This design comes from an exercise in tuning for small area on the open sky130 flow, not from production work.
In this exercise RTL edits were held to simulation tests only and were not proved equivalent to the original.
No activity file was given, so power comes from the tool's default toggle rates. No driver is modelled on the clock port, so clocking that relies on it looks cheaper here than on a real chip.

==> flow/design.v <==
`timescale 1ns / 1ps
module rb_oai22(input logic a1, a2, b1, b2, output logic y);
	assign y = ~((a1 | a2) & (b1 | b2));
endmodule
module rb_nor8(input logic [7:0] a, output logic y);
	assign y = ~|a;
endmodule
module rb_rdbit(input logic [15:0] n, input logic [15:0] d, output logic y);
	logic [7:0] p;
	genvar k;
	generate
		for (k = 0; k < 8; k++) begin : g_p
			rb_oai22 u (.a1(n[2*k]), .a2(d[2*k]), .b1(n[2*k+1]), .b2(d[2*k+1]), .y(p[k]));
		end
	endgenerate
	rb_nor8 u_y (.a(p), .y(y));
endmodule
module RegisterBank(clk,writeEnabled,regAddress1,regAddress2,writeAddress,writeData,pc,dataOut1,dataOut2);
	input logic clk;
	input writeEnabled;
	input logic [3:0] regAddress1;
	input logic [3:0] regAddress2;
	input logic [3:0] writeAddress;
	input logic [31:0] writeData;
	input logic [31:0] pc;
	output logic [31:0] dataOut1;
	output logic [31:0] dataOut2;
	logic [31:0] regs [14:0];
	always_ff @(posedge clk)
		for (int i = 0; i < 15; i++)
			if (writeEnabled && writeAddress == i)
				regs[i] <= writeData;
	logic [15:0] n1, n2;
	always_comb
		for (int i = 0; i < 16; i++) begin
			n1[i] = regAddress1 != i;
			n2[i] = regAddress2 != i;
		end
	genvar b;
	generate
		for (b = 0; b < 32; b++) begin : g_bit
			logic [15:0] d;
			for (genvar i = 0; i < 15; i++) begin : g_d
				assign d[i] = regs[i][b];
			end
			assign d[15] = pc[b];
			rb_rdbit u_r1 (.n(n1), .d(d), .y(dataOut1[b]));
			rb_rdbit u_r2 (.n(n2), .d(d), .y(dataOut2[b]));
		end
	endgenerate
endmodule
clock: 5.0 ns
lec_check: 0
cap_margin: 0
core_margin: 2
core_utilization: 60
slew_margin: 0
synth_hierarchical: 1
standard.sh (not shown) runs the stock make flow with config.mk's settings and CLKGATE_MAP_FILE= SYNTH_SCRIPT=/design/flow/synth_recipe.tcl, a recipe that flattens the netlist after the stock synthesis.
==> flow/flow/run.sh <==
#!/bin/bash
# The standard layout (standard.sh), run unchanged for synthesis; for the
# later steps: plain buf_1 cells as port buffers, a clock tree without dummy
# loads, and a smaller set of buffer cells for the resizer.
set -euo pipefail
bash standard.sh synth > flow_synth.log 2>&1
DU="sky130_fd_sc_hd__probe_p_8 sky130_fd_sc_hd__probec_p_8 sky130_fd_sc_hd__lpflow_bleeder_1 sky130_fd_sc_hd__lpflow_clkbufkapwr_1 sky130_fd_sc_hd__lpflow_clkbufkapwr_16 sky130_fd_sc_hd__lpflow_clkbufkapwr_2 sky130_fd_sc_hd__lpflow_clkbufkapwr_4 sky130_fd_sc_hd__lpflow_clkbufkapwr_8 sky130_fd_sc_hd__lpflow_clkinvkapwr_1 sky130_fd_sc_hd__lpflow_clkinvkapwr_16 sky130_fd_sc_hd__lpflow_clkinvkapwr_2 sky130_fd_sc_hd__lpflow_clkinvkapwr_4 sky130_fd_sc_hd__lpflow_clkinvkapwr_8 sky130_fd_sc_hd__lpflow_decapkapwr_12 sky130_fd_sc_hd__lpflow_decapkapwr_3 sky130_fd_sc_hd__lpflow_decapkapwr_4 sky130_fd_sc_hd__lpflow_decapkapwr_6 sky130_fd_sc_hd__lpflow_decapkapwr_8 sky130_fd_sc_hd__lpflow_inputiso0n_1 sky130_fd_sc_hd__lpflow_inputiso0p_1 sky130_fd_sc_hd__lpflow_inputiso1n_1 sky130_fd_sc_hd__lpflow_inputiso1p_1 sky130_fd_sc_hd__lpflow_inputisolatch_1 sky130_fd_sc_hd__lpflow_isobufsrc_1 sky130_fd_sc_hd__lpflow_isobufsrc_16 sky130_fd_sc_hd__lpflow_isobufsrc_2 sky130_fd_sc_hd__lpflow_isobufsrc_4 sky130_fd_sc_hd__lpflow_isobufsrc_8 sky130_fd_sc_hd__lpflow_isobufsrckapwr_16 sky130_fd_sc_hd__lpflow_lsbuf_lh_hl_isowell_tap_1 sky130_fd_sc_hd__lpflow_lsbuf_lh_hl_isowell_tap_2 sky130_fd_sc_hd__lpflow_lsbuf_lh_hl_isowell_tap_4 sky130_fd_sc_hd__lpflow_lsbuf_lh_isowell_4 sky130_fd_sc_hd__lpflow_lsbuf_lh_isowell_tap_1 sky130_fd_sc_hd__lpflow_lsbuf_lh_isowell_tap_2 sky130_fd_sc_hd__lpflow_lsbuf_lh_isowell_tap_4 sky130_fd_sc_hd__buf_6 sky130_fd_sc_hd__buf_8 sky130_fd_sc_hd__buf_12 sky130_fd_sc_hd__buf_16 sky130_fd_sc_hd__bufbuf_16 sky130_fd_sc_hd__bufbuf_8 sky130_fd_sc_hd__bufinv_16 sky130_fd_sc_hd__bufinv_8 sky130_fd_sc_hd__clkdlybuf4s15_1 sky130_fd_sc_hd__clkdlybuf4s15_2 sky130_fd_sc_hd__clkdlybuf4s18_1 sky130_fd_sc_hd__clkdlybuf4s18_2 sky130_fd_sc_hd__clkdlybuf4s25_1 sky130_fd_sc_hd__clkdlybuf4s25_2 sky130_fd_sc_hd__clkdlybuf4s50_1 sky130_fd_sc_hd__clkdlybuf4s50_2 sky130_fd_sc_hd__dlygate4sd1_1 sky130_fd_sc_hd__dlygate4sd2_1 sky130_fd_sc_hd__dlygate4sd3_1 sky130_fd_sc_hd__dlymetal6s2s_1 sky130_fd_sc_hd__dlymetal6s4s_1 sky130_fd_sc_hd__dlymetal6s6s_1 sky130_fd_sc_hd__clkbuf_8 sky130_fd_sc_hd__clkbuf_4 sky130_fd_sc_hd__clkbuf_2 sky130_fd_sc_hd__clkbuf_1"
bash standard.sh \
  "BUFFER_PORTS_ARGS=-buffer_cell sky130_fd_sc_hd__buf_1" \
  "CTS_ARGS=-sink_clustering_enable -repair_clock_nets -dont_use_dummy_load -sink_clustering_size 30 -sink_clustering_max_diameter 100 -buf_list sky130_fd_sc_hd__clkbuf_16" \
  "DONT_USE_CELLS=$DU" \
  finish > flow_make.log 2>&1
The starting point completed with no timing, DRC or antenna violations.
Rerun with:
- CORE_UTILIZATION: 60 -> 40
=> Cell area rose slightly; worst hold slack is about the same; worst setup slack gets better by 0.015 ns; critical path depth is unchanged; global-route usage fell by 11 points; routed wire length rose by a few percent; count of clock-buffer cells in the layout is unchanged.

========
== zinc ==
// RegisterBank: RTL as listed in full above, without the edits since
Settings: LEC_CHECK=0, CAP_MARGIN=0, CORE_MARGIN=2, CORE_UTILIZATION=40, SLEW_MARGIN=0, SYNTH_HIERARCHICAL=1; clock period 5.0 ns.
==> flow/flow/run.sh <==
#!/bin/bash
set -euo pipefail
bash standard.sh synth > flow_synth.log 2>&1
DU="sky130_fd_sc_hd__probe_p_8 sky130_fd_sc_hd__probec_p_8 sky130_fd_sc_hd__lpflow_bleeder_1 sky130_fd_sc_hd__lpflow_clkbufkapwr_1 sky130_fd_sc_hd__lpflow_clkbufkapwr_16 sky130_fd_sc_hd__lpflow_clkbufkapwr_2 sky130_fd_sc_hd__lpflow_clkbufkapwr_4 sky130_fd_sc_hd__lpflow_clkbufkapwr_8 sky130_fd_sc_hd__lpflow_clkinvkapwr_1 sky130_fd_sc_hd__lpflow_clkinvkapwr_16 sky130_fd_sc_hd__lpflow_clkinvkapwr_2 sky130_fd_sc_hd__lpflow_clkinvkapwr_4 sky130_fd_sc_hd__lpflow_clkinvkapwr_8 sky130_fd_sc_hd__lpflow_decapkapwr_12 sky130_fd_sc_hd__lpflow_decapkapwr_3 sky130_fd_sc_hd__lpflow_decapkapwr_4 sky130_fd_sc_hd__lpflow_decapkapwr_6 sky130_fd_sc_hd__lpflow_decapkapwr_8 sky130_fd_sc_hd__lpflow_inputiso0n_1 sky130_fd_sc_hd__lpflow_inputiso0p_1 sky130_fd_sc_hd__lpflow_inputiso1n_1 sky130_fd_sc_hd__lpflow_inputiso1p_1 sky130_fd_sc_hd__lpflow_inputisolatch_1 sky130_fd_sc_hd__lpflow_isobufsrc_1 sky130_fd_sc_hd__lpflow_isobufsrc_16 sky130_fd_sc_hd__lpflow_isobufsrc_2 sky130_fd_sc_hd__lpflow_isobufsrc_4 sky130_fd_sc_hd__lpflow_isobufsrc_8 sky130_fd_sc_hd__lpflow_isobufsrckapwr_16 sky130_fd_sc_hd__lpflow_lsbuf_lh_hl_isowell_tap_1 sky130_fd_sc_hd__lpflow_lsbuf_lh_hl_isowell_tap_2 sky130_fd_sc_hd__lpflow_lsbuf_lh_hl_isowell_tap_4 sky130_fd_sc_hd__lpflow_lsbuf_lh_isowell_4 sky130_fd_sc_hd__lpflow_lsbuf_lh_isowell_tap_1 sky130_fd_sc_hd__lpflow_lsbuf_lh_isowell_tap_2 sky130_fd_sc_hd__lpflow_lsbuf_lh_isowell_tap_4 sky130_fd_sc_hd__buf_6 sky130_fd_sc_hd__buf_8 sky130_fd_sc_hd__buf_12 sky130_fd_sc_hd__buf_16 sky130_fd_sc_hd__bufinv_8 sky130_fd_sc_hd__bufinv_16"
bash standard.sh \
  "BUFFER_PORTS_ARGS=-buffer_cell sky130_fd_sc_hd__buf_1" \
  "CTS_ARGS=-sink_clustering_enable -repair_clock_nets -dont_use_dummy_load -sink_clustering_size 30 -sink_clustering_max_diameter 100 -buf_list sky130_fd_sc_hd__clkbuf_16" \
  "DONT_USE_CELLS=$DU" \
  finish > flow_make.log 2>&1
zinc reached the final stage; the timing, design-rule and antenna checks on its layout passed.
For cedar, these inputs were changed with respect to zinc:
==> flow/flow/run.sh <==
#!/bin/bash
set -euo pipefail
bash standard.sh \
  "BUFFER_PORTS_ARGS=-buffer_cell sky130_fd_sc_hd__buf_1" \
  "CTS_ARGS=-sink_clustering_enable -repair_clock_nets -dont_use_dummy_load -buf_list {sky130_fd_sc_hd__clkbuf_4 sky130_fd_sc_hd__clkbuf_8}" \
  finish > flow_make.log 2>&1
-- flow/config.mk --
<<< zinc, line 11
>>> cedar, line 11
export CTS_BUF_LIST = sky130_fd_sc_hd__clkbuf_4 sky130_fd_sc_hd__clkbuf_8
==> comparison <==
Compared with zinc, in cedar fmax decreased by 2.3 MHz relative to the old numbers, area overhead of the layout relative to synthesis higher, met1 routed wirelength after detailed routing has decreased, total routing resource utilization after global routing moved up, count of clock-buffer cells in the layout shows an increase of 59.
When cedar is set beside zinc, its critical path data arrival time turns out to be 0.05 ns larger.
Changes observed in cedar relative to zinc: worst max-slew margin expressed relative to the limit saw an increase; share of the clock period used by the worst path saw an increase; power density over the cells saw an increase; count of buffers not belonging to the clock network in the layout saw a decrease.
Fraction of area in multi-input gates was higher in zinc than in cedar.
The following lists how lagoon was set up differently from cedar:
==> flow/flow/run.sh <==
#!/bin/bash
set -euo pipefail
bash standard.sh synth > flow_synth.log 2>&1
bash standard.sh \
  "BUFFER_PORTS_ARGS=-buffer_cell sky130_fd_sc_hd__buf_1" \
  "CTS_ARGS=-sink_clustering_enable -repair_clock_nets -dont_use_dummy_load -sink_clustering_size 30 -sink_clustering_max_diameter 100 -buf_list sky130_fd_sc_hd__clkbuf_16" \
  "RECOVER_POWER=100" \
  finish > flow_make.log 2>&1
-- flow/config.mk --
<<< cedar, line 11
export CTS_BUF_LIST = sky130_fd_sc_hd__clkbuf_4 sky130_fd_sc_hd__clkbuf_8
>>> lagoon, line 11
### Flow results
- lagoon completed end to end; final checks failed (max-capacitance violations, max-slew violations).
- The higher number of diodes of cedar and lagoon is in cedar.
- Cmp cedar and lagoon / design area / higher: cedar
- Going from cedar to lagoon, total power fell about 11%, number of global-route vias before repair lower.
- dataOut1[16] as the end point of the critical path was reported by lagoon, and dataOut1[6] by cedar.
- lagoon vs cedar — combinational cell fraction of total power rose 0.9 points.
- The hold violation total from the final report on lagoon is in line with that on cedar.
- Compared with cedar, lagoon shows switching power lower by 0.00021 W.
- Looking at final-layout fill cell count across cedar and lagoon, the one that comes out lower is cedar.
- Taking cedar as the reference point, the wire length of the first global-routing pass of lagoon falls by about 1.4%.
- Compared with cedar, lagoon shows a higher final critical delay including setup and external delays.
The following lists how violet was set up differently from lagoon:
==> flow/run.sh (new file) <==
#!/bin/bash
# synth_recipe.tcl (not shown) runs the flow's synth.tcl, then flattens the netlist and writes it again
# the make line also repeats each setting of config.mk as NAME=value (left out here)
make -C /OpenROAD-flow-scripts/flow DESIGN_CONFIG=/design/flow/config.mk WORK_HOME=/design/flow/orfs CLKGATE_MAP_FILE= SYNTH_SCRIPT=/design/flow/synth_recipe.tcl finish
-- flow/config.mk --
<<< lagoon, line 11
>>> violet, line 11
export CTS_BUF_LIST = sky130_fd_sc_hd__clkbuf_4 sky130_fd_sc_hd__clkbuf_8
removed: flow/flow/run.sh
removed: flow/standard.sh
Findings:
- Going from lagoon to violet, finished layout cell area up 9.7%; data required time at the worst endpoint flat.
- The worst hold margin reported for violet is greater than that of lagoon by 0.35 ns.
- Status: proportion of power drawn by combinational gates parity (violet, lagoon)
- Total power deteriorates in violet relative to lagoon.
- violet vs lagoon: detailed-route wire length per cell down
- violet: all stages complete, timing, DRC and antenna checks passed
- Diff lagoon -> violet | non-clock buffer count | up by a few percent

========
== job 101 ==
// RegisterBank: RTL as listed in full above, without the edits since
make LEC_CHECK=0 CAP_MARGIN=20 CORE_MARGIN=2 CORE_UTILIZATION=40 SLEW_MARGIN=20 SYNTH_HIERARCHICAL=1 finish   # period 5.0 ns
run.sh (not shown) runs the stock make flow with config.mk's settings and CLKGATE_MAP_FILE= SYNTH_SCRIPT=/design/flow/synth_recipe.tcl, a recipe that flattens the netlist after the stock synthesis.
Stock flow here: none of the scripts above is used.
Job 101 has completed all stages; timing, DRC and antenna checks passed.
### job 101 -> job 102
# job 101
export LEC_CHECK = 0
export CAP_MARGIN = 20
export CORE_MARGIN = 2
export CORE_UTILIZATION = 40
export SLEW_MARGIN = 20
export SYNTH_HIERARCHICAL = 1
create_clock -name core_clock -period 5.0 [get_ports {clk}]
# job 102
export LEC_CHECK = 0
export CAP_MARGIN = 0
export CORE_MARGIN = 2
export CORE_UTILIZATION = 40
export GPL_TIMING_DRIVEN = 0
export SLEW_MARGIN = 0
export SYNTH_HIERARCHICAL = 1
create_clock -name core_clock -period 5.0 [get_ports {clk}]
==> flow/flow/run.sh (new file) <==
#!/bin/bash
set -euo pipefail
bash standard.sh synth > flow_synth.log 2>&1
bash standard.sh \
  "BUFFER_PORTS_ARGS=-buffer_cell sky130_fd_sc_hd__buf_1" \
  "CTS_ARGS=-sink_clustering_enable -repair_clock_nets -dont_use_dummy_load -sink_clustering_size 30 -sink_clustering_max_diameter 100 -buf_list sky130_fd_sc_hd__clkbuf_16" \
  finish > flow_make.log 2>&1
==> flow/standard.sh (new file) <==
#!/bin/bash
# synth_recipe.tcl (not shown) runs the flow's synth.tcl, then flattens the netlist and writes it again
# the make line also repeats each setting of config.mk as NAME=value (left out here)
make -C /OpenROAD-flow-scripts/flow DESIGN_CONFIG=/design/flow/config.mk WORK_HOME=/design/flow/orfs CLKGATE_MAP_FILE= SYNTH_SCRIPT=/design/flow/synth_recipe.tcl "${@:-finish}"
removed: flow/run.sh
Findings:
Cmp job 101 and job 102 / share of cell area taken by flip-flops and latches / higher: job 102. Job 102 vs job 101, switching component of the power went down by 0.33 mW. In the reports for job 101 and job 102, the smaller final area belongs to job 102. Measured against job 101, the cell-internal power of job 102 comes out at 0.79 times the reference value. Largest fanout of any net on the critical path (lower): job 102. Fraction of area in multi-input gates: job 101 and job 102 compared, lower one is job 101. STATUS worst voltage drop across the vdd grid: job 102 wins against job 101. Job 101 → job 102: met2 routed wirelength rose 510 um, shortest clock period the worst path allows after layout went down by 0.47 ns. Going from job 101 to job 102, cell count shrinks by 3.3%. Against job 101 as the reference, job 102 delivers a lower clock tree cell share of total cell area.
[inputs] job 103 vs job 102
# job 102
export LEC_CHECK = 0
export CAP_MARGIN = 0
export CORE_MARGIN = 2
export CORE_UTILIZATION = 40
export GPL_TIMING_DRIVEN = 0
export SLEW_MARGIN = 0
export SYNTH_HIERARCHICAL = 1
create_clock -name core_clock -period 5.0 [get_ports {clk}]
# job 103
export LEC_CHECK = 0
export CAP_MARGIN = 0
export CORE_MARGIN = 2
export CORE_UTILIZATION = 40
export SLEW_MARGIN = 0
export SYNTH_HIERARCHICAL = 1
create_clock -name core_clock -period 5.0 [get_ports {clk}]
--- a/flow/flow/run.sh
+++ b/flow/flow/run.sh
@@ -1,0 +2,3 @@
+# The standard layout (standard.sh), run unchanged for synthesis; for the
+# later steps: plain buf_1 cells as port buffers, a clock tree without dummy
+# loads, and a smaller set of buffer cells for the resizer.
@@ -3,0 +7 @@
+DU="sky130_fd_sc_hd__probe_p_8 sky130_fd_sc_hd__probec_p_8 sky130_fd_sc_hd__lpflow_bleeder_1 sky130_fd_sc_hd__lpflow_clkbufkapwr_1 sky130_fd_sc_hd__lpflow_clkbufkapwr_16 sky130_fd_sc_hd__lpflow_clkbufkapwr_2 sky130_fd_sc_hd__lpflow_clkbufkapwr_4 sky130_fd_sc_hd__lpflow_clkbufkapwr_8 sky130_fd_sc_hd__lpflow_clkinvkapwr_1 sky130_fd_sc_hd__lpflow_clkinvkapwr_16 sky130_fd_sc_hd__lpflow_clkinvkapwr_2 sky130_fd_sc_hd__lpflow_clkinvkapwr_4 sky130_fd_sc_hd__lpflow_clkinvkapwr_8 sky130_fd_sc_hd__lpflow_decapkapwr_12 sky130_fd_sc_hd__lpflow_decapkapwr_3 sky130_fd_sc_hd__lpflow_decapkapwr_4 sky130_fd_sc_hd__lpflow_decapkapwr_6 sky130_fd_sc_hd__lpflow_decapkapwr_8 sky130_fd_sc_hd__lpflow_inputiso0n_1 sky130_fd_sc_hd__lpflow_inputiso0p_1 sky130_fd_sc_hd__lpflow_inputiso1n_1 sky130_fd_sc_hd__lpflow_inputiso1p_1 sky130_fd_sc_hd__lpflow_inputisolatch_1 sky130_fd_sc_hd__lpflow_isobufsrc_1 sky130_fd_sc_hd__lpflow_isobufsrc_16 sky130_fd_sc_hd__lpflow_isobufsrc_2 sky130_fd_sc_hd__lpflow_isobufsrc_4 sky130_fd_sc_hd__lpflow_isobufsrc_8 sky130_fd_sc_hd__lpflow_isobufsrckapwr_16 sky130_fd_sc_hd__lpflow_lsbuf_lh_hl_isowell_tap_1 sky130_fd_sc_hd__lpflow_lsbuf_lh_hl_isowell_tap_2 sky130_fd_sc_hd__lpflow_lsbuf_lh_hl_isowell_tap_4 sky130_fd_sc_hd__lpflow_lsbuf_lh_isowell_4 sky130_fd_sc_hd__lpflow_lsbuf_lh_isowell_tap_1 sky130_fd_sc_hd__lpflow_lsbuf_lh_isowell_tap_2 sky130_fd_sc_hd__lpflow_lsbuf_lh_isowell_tap_4 sky130_fd_sc_hd__buf_6 sky130_fd_sc_hd__buf_8 sky130_fd_sc_hd__buf_12 sky130_fd_sc_hd__buf_16 sky130_fd_sc_hd__bufbuf_16 sky130_fd_sc_hd__bufbuf_8 sky130_fd_sc_hd__bufinv_16 sky130_fd_sc_hd__bufinv_8 sky130_fd_sc_hd__clkdlybuf4s15_1 sky130_fd_sc_hd__clkdlybuf4s15_2 sky130_fd_sc_hd__clkdlybuf4s18_1 sky130_fd_sc_hd__clkdlybuf4s18_2 sky130_fd_sc_hd__clkdlybuf4s25_1 sky130_fd_sc_hd__clkdlybuf4s25_2 sky130_fd_sc_hd__clkdlybuf4s50_1 sky130_fd_sc_hd__clkdlybuf4s50_2 sky130_fd_sc_hd__dlygate4sd1_1 sky130_fd_sc_hd__dlygate4sd2_1 sky130_fd_sc_hd__dlygate4sd3_1 sky130_fd_sc_hd__dlymetal6s2s_1 sky130_fd_sc_hd__dlymetal6s4s_1 sky130_fd_sc_hd__dlymetal6s6s_1 sky130_fd_sc_hd__clkbuf_8 sky130_fd_sc_hd__clkbuf_4 sky130_fd_sc_hd__clkbuf_2 sky130_fd_sc_hd__clkbuf_1 sky130_fd_sc_hd__buf_2 sky130_fd_sc_hd__buf_4"
@@ -6,0 +11 @@
+  "DONT_USE_CELLS=$DU" \
==> run summary <==
Job 103: all stages complete, timing, DRC and antenna checks passed. Compared with job 102, job 103 has less setup slack. Power share of the combinational group is higher on job 102. Taking job 102 as the reference point, the share of cells above drive strength 1 of job 103 falls by 6.0 points. Sort job 102 and job 103 by signed area change from the synthesized netlist to the final layout asc -> top: job 103. Sort job 102 and job 103 by wire length of the first global-routing pass, ascending, and job 103 comes first. Job 103 and job 102 ended up with roughly the same power. For job 103, the end point of the critical path was dataOut1[21], unlike job 102, where it was dataOut1[23]. Taking job 102 as the reference, in job 103 routed via count increased by 1.5% relative to the old numbers, clock edge transition at the registers on the reported setup and hold paths closely matched the old numbers.

## port drivers added, routing unchanged
Ports are ideal in the flow. The routed layouts listed here were re-timed in OpenROAD.
Step 1, drivers: a clkbuf_16 drives clk and a buf_2 each remaining input, both assumed.
Step 2 moves the port delays by t, midway between the first and last clock arrival at a register: inputs arrive t later, outputs are due t later. That takes back most of the time a late clock gives input paths.
Three values: ideal ports, drivers, drivers and shift; two values: the first two.
run	t (ns)	setup WS [ns]	cell pins on the clock port's net
the first run of note 1	0.592	0.408 / 0.383 / 0.383	1
the second run of note 1	0.591	0.423 / 0.396 / 0.396	1
zinc	0.593	0.666 / 0.641 / 0.641	1
cedar	0.654	0.622 / 0.585 / 0.585	1
lagoon	0.601	0.425 / 0.390 / -0.013	1
violet	0.675	0.134 / 0.101 / 0.101	1
job 101	0.631	0.138 / 0.115 / 0.115	1
job 102	0.599	0.604 / 0.573 / 0.573	1
job 103	0.602	0.331 / 0.307 / 0.307	1
The setup slack of lagoon, which loses most, moves by -0.035 ns with the drivers and by -0.438 ns with both steps.
